Background: an optimization exercise with open tools, aiming at small area. Do not read the settings as production practice.
In this exercise RTL edits were held to simulation tests only and were not proved equivalent to the original.
Power is estimated from default activity; no workload was simulated.

==> inputs of exp/xenon <==
==> flow/design.v <==
`timescale 1ns / 1ns
module vga_sync_gen
(
input wire          CLK,
input wire          RST,
output wire         GEN_ACTIVE,
output wire  [23:0] GEN_RGB,
output wire  [10:0] GEN_HCNT,
output wire         GEN_HSYNC,
output wire         GEN_HSYNCP,
output wire  [10:0] GEN_VCNT,
output wire         GEN_VSYNC,
output wire         GEN_VSYNCP,
input wire   [10:0] V_FRONT_PORCH,
input wire   [10:0] V_SYNC,
input wire   [10:0] V_BACK_PORCH,
input wire   [10:0] V_ACTIVE,
input wire          V_SYNC_POL,
input wire   [10:0] H_FRONT_PORCH,
input wire   [10:0] H_SYNC,
input wire   [10:0] H_BACK_PORCH,
input wire   [10:0] H_ACTIVE,
input wire          H_SYNC_POL
);
localparam  FSM_IDLE                = 3'd0;
localparam  FSM_SYNC                = 3'd4;
localparam  FSM_BACK_PORCH          = 3'd5;
localparam  FSM_ACTIVE              = 3'd7;
localparam  FSM_FRONT_PORCH         = 3'd6;
reg   [2:0] fsm_h;
reg   [2:0] fsm_v;
reg  [10:0] cnt_h;
reg  [10:0] cnt_v;
reg         active_h;    
reg         active_h2;   
reg         active_v;    
reg         active_v2;   
reg         sync_h;
reg         sync_v;
reg         sync_hp;
reg         sync_vp;
reg  [10:0] xa;          
reg  [10:0] ya;          
wire        h_idle  = (fsm_h == FSM_IDLE);
wire        h_last  = (cnt_h == 11'd1);
wire        v_last  = (cnt_v == 11'd1);
wire        fsm_tic = (fsm_h == FSM_FRONT_PORCH) && h_last && !active_h;
wire        cv_d    = active_h2 && !active_h;
always @(posedge CLK or posedge RST)
    if(RST)                                 fsm_h   <= FSM_IDLE;
    else case(fsm_h)
    FSM_SYNC:           if(h_last)          fsm_h   <= FSM_BACK_PORCH;
    FSM_BACK_PORCH:     if(h_last)          fsm_h   <= FSM_ACTIVE;
    FSM_ACTIVE:         if(h_last)          fsm_h   <= FSM_FRONT_PORCH;
    FSM_FRONT_PORCH:    if(h_last)          fsm_h   <= FSM_SYNC;
    default:                                fsm_h   <= FSM_SYNC;
    endcase
always @(posedge CLK)
    case(fsm_h)
    FSM_SYNC:           cnt_h <= h_last ? H_BACK_PORCH  : (cnt_h - 11'd1);
    FSM_BACK_PORCH:     cnt_h <= h_last ? H_ACTIVE      : (cnt_h - 11'd1);
    FSM_ACTIVE:         cnt_h <= h_last ? H_FRONT_PORCH : (cnt_h - 11'd1);
    FSM_FRONT_PORCH:    cnt_h <= h_last ? H_SYNC        : (cnt_h - 11'd1);
    default:            cnt_h <= H_SYNC;
    endcase
always @(posedge CLK or posedge RST)
    if(RST)                                 fsm_v  <= FSM_IDLE;
    else if(fsm_tic) case(fsm_v)
    FSM_SYNC:           if(v_last)          fsm_v  <= FSM_BACK_PORCH;
    FSM_BACK_PORCH:     if(v_last)          fsm_v  <= FSM_ACTIVE;
    FSM_ACTIVE:         if(v_last)          fsm_v  <= FSM_FRONT_PORCH;
    FSM_FRONT_PORCH:    if(v_last)          fsm_v  <= FSM_SYNC;
    default:                                fsm_v  <= FSM_SYNC;
    endcase
always @(posedge CLK)
    if(fsm_tic) case(fsm_v)
    FSM_SYNC:           cnt_v <= v_last ? V_BACK_PORCH  : (cnt_v - 11'd1);
    FSM_BACK_PORCH:     cnt_v <= v_last ? V_ACTIVE      : (cnt_v - 11'd1);
    FSM_ACTIVE:         cnt_v <= v_last ? V_FRONT_PORCH : (cnt_v - 11'd1);
    FSM_FRONT_PORCH:    cnt_v <= v_last ? V_SYNC        : (cnt_v - 11'd1);
    default:            cnt_v <= V_SYNC;
    endcase
always @(posedge CLK or posedge RST)
    if(RST) begin
        active_h  <= 1'b0;
        active_h2 <= 1'b0;
        active_v  <= 1'b0;
        active_v2 <= 1'b0;
        sync_h    <= 1'b0;
        sync_v    <= 1'b0;
        sync_hp   <= 1'b0;
        sync_vp   <= 1'b0;
    end else begin
        active_h  <= (fsm_h == FSM_ACTIVE);
        active_h2 <= active_h;
        active_v  <= (fsm_v == FSM_ACTIVE);
        active_v2 <= active_v;
        sync_h    <= (fsm_h == FSM_SYNC);
        sync_v    <= (fsm_v == FSM_SYNC);
        sync_hp   <= (fsm_h == FSM_SYNC) ? H_SYNC_POL : !H_SYNC_POL;
        sync_vp   <= (fsm_v == FSM_SYNC) ? V_SYNC_POL : !V_SYNC_POL;
    end
wire [10:0] cnt_ha = active_h2 ? (xa + 11'd1) : 11'd0;
wire [10:0] cnt_va = !active_v2 ? 11'd0 : cv_d ? (ya + 11'd1) : ya;
always @(posedge CLK) begin
    xa <= cnt_ha;
    ya <= cnt_va;
end
wire  [7:0] test_y = xa[7:0];
wire        white  = (xa[3:0] == 4'd0) || (ya[3:0] == 4'd0);
reg  [23:0] test_pattern;
always @*
    if(h_idle)                    test_pattern = 24'h000000;
    else if(white)                test_pattern = 24'hFFFFFF;
    else case(ya[5:4])
    2'd0:                         test_pattern = {test_y,test_y,test_y};
    2'd1:                         test_pattern = {test_y,8'd0  ,8'd0  };
    2'd2:                         test_pattern = {8'd0  ,test_y,8'd0  };
    default:                      test_pattern = {8'd0  ,8'd0  ,test_y};
    endcase
assign GEN_ACTIVE  = active_h & active_v;
assign GEN_RGB     = test_pattern;
assign GEN_HCNT    = cnt_ha;
assign GEN_VCNT    = cnt_va;
assign GEN_HSYNC   = sync_h;
assign GEN_VSYNC   = sync_v;
assign GEN_HSYNCP  = sync_hp;
assign GEN_VSYNCP  = sync_vp;
endmodule
==> flow/run.sh <==
#!/bin/bash
# synth_recipe.tcl (not shown) runs the flow's synth.tcl, then flattens the netlist and writes it again
# the make line also repeats each setting of config.mk as NAME=value (left out here)
make -C /OpenROAD-flow-scripts/flow DESIGN_CONFIG=/design/flow/config.mk WORK_HOME=/design/flow/orfs CLKGATE_MAP_FILE= SYNTH_SCRIPT=/design/flow/synth_recipe.tcl finish
==> flow/config.mk <==
export PLATFORM = sky130hd
export DESIGN_NAME = vga_sync_gen
export DESIGN_NICKNAME = vga_sync_gen
export VERILOG_FILES = /design/flow/design.v
export SDC_FILE = /design/flow/constraint.sdc
export NUM_CORES = 4
export LEC_CHECK = 0
export CAP_MARGIN = 20
export CORE_MARGIN = 2
export CORE_UTILIZATION = 40
export SLEW_MARGIN = 20
==> flow/constraint.sdc <==
create_clock -name core_clock -period 5.0 [get_ports {CLK}]
set_input_delay 1.0000 -clock core_clock [delete_from_list [all_inputs] [get_ports {CLK}]]
set_output_delay 1.0000 -clock core_clock [all_outputs]
set_load 0.01 [all_outputs]
==> inputs of exp/indigo, as changes to exp/xenon <==
==> flow/flow/run.sh (new file) <==
#!/bin/bash
# Standard ORFS layout, with the port buffers made from the smallest buffer.
set -e
export BUFFER_PORTS_ARGS="-buffer_cell sky130_fd_sc_hd__buf_1"
bash standard.sh finish > standard.log 2>&1
==> flow/standard.sh (new file) <==
#!/bin/bash
# synth_recipe.tcl (not shown) runs the flow's synth.tcl, then flattens the netlist and writes it again
# the make line also repeats each setting of config.mk as NAME=value (left out here)
make -C /OpenROAD-flow-scripts/flow DESIGN_CONFIG=/design/flow/config.mk WORK_HOME=/design/flow/orfs CLKGATE_MAP_FILE= SYNTH_SCRIPT=/design/flow/synth_recipe.tcl "${@:-finish}"
removed: flow/run.sh
==> comparison table <==
                                                                         exp/indigo           exp/xenon
Run status                                                 timing/DRC/antenna clean  timing/DRC/antenna clean
GR met3 Demand/Resource                                                       3.63%               4.23%
CP Capture Point                                                        GEN_RGB[23]         GEN_RGB[13]
Wire length after detailed routing                                        10,000 um           10,500 um
Final-stage net count                                                           677                 678
Global-route met2 utilization                                                 32.1%               33.7%
Startpoint of the lowest-slack register-to-register path       fsm_h[1]$_DFFE_PP0P_  cnt_v[1]$_DFFE_PP_
Critical path arrival                                                       2100 ps             2400 ps
Final estimated routing congestion in global placement                        0.848               0.841
Proportion of layout cells with a drive suffix above 1                        6.70%               7.55%
Total design power                                                        0.00109 W           0.00110 W
Maximum resistive drop on vdd                                            0.000124 V         0.0000916 V
Most common library cell in the layout ignoring fill and taps                 buf_1     clkdlybuf4s50_1
Actual slew at the worst max-slew pin                                        822 ps              803 ps
Cell internal pwr                                                        0.000829 W          0.000836 W
Number of clock buffer instances in the layout                                   13                  10
Average detailed-routed wire length per instance                            14.0 um             14.6 um
Mean number of vias per cell                                                   5.27                5.34
Final Worst Setup Slack                                                     1900 ps             1600 ps
Share of cell area taken by flip-flops and latches                            28.2%               23.8%
Worst r2r path cells                                                              4                   6
Met1 track demand over resource in global routing                             24.2%               25.1%

static timing again, ports no longer ideal:
Ports are ideal in the flow. The routed layouts listed here were re-timed in OpenROAD. Step 1, drivers: a clkbuf_16 drives CLK and a buf_2 each remaining input, both assumed. Step 2, shift: input delay + t, output delay - t, t = (earliest + latest rising clock arrival at the registers) / 2. This alone moves slack from input paths to output paths. a / b / c = ideal ports / drivers / drivers and shift; a / b = the first two.
| run | t, ns | setup slack, ns | hold WS [ns] | worst data-port slew with drivers (ns) | pins driven straight from the clock port |
|---|---|---|---|---|---|
| exp/xenon | 0.356 | 1.605 / 1.578 / 1.935 | 0.377 / 0.377 / 0.377 | 0.05 | 1 |
| exp/indigo | 0.359 | 1.903 / 1.875 / 2.235 | 0.370 / 0.370 / 0.370 | 0.05 | 1 |
After both steps every run listed still meets setup and hold.
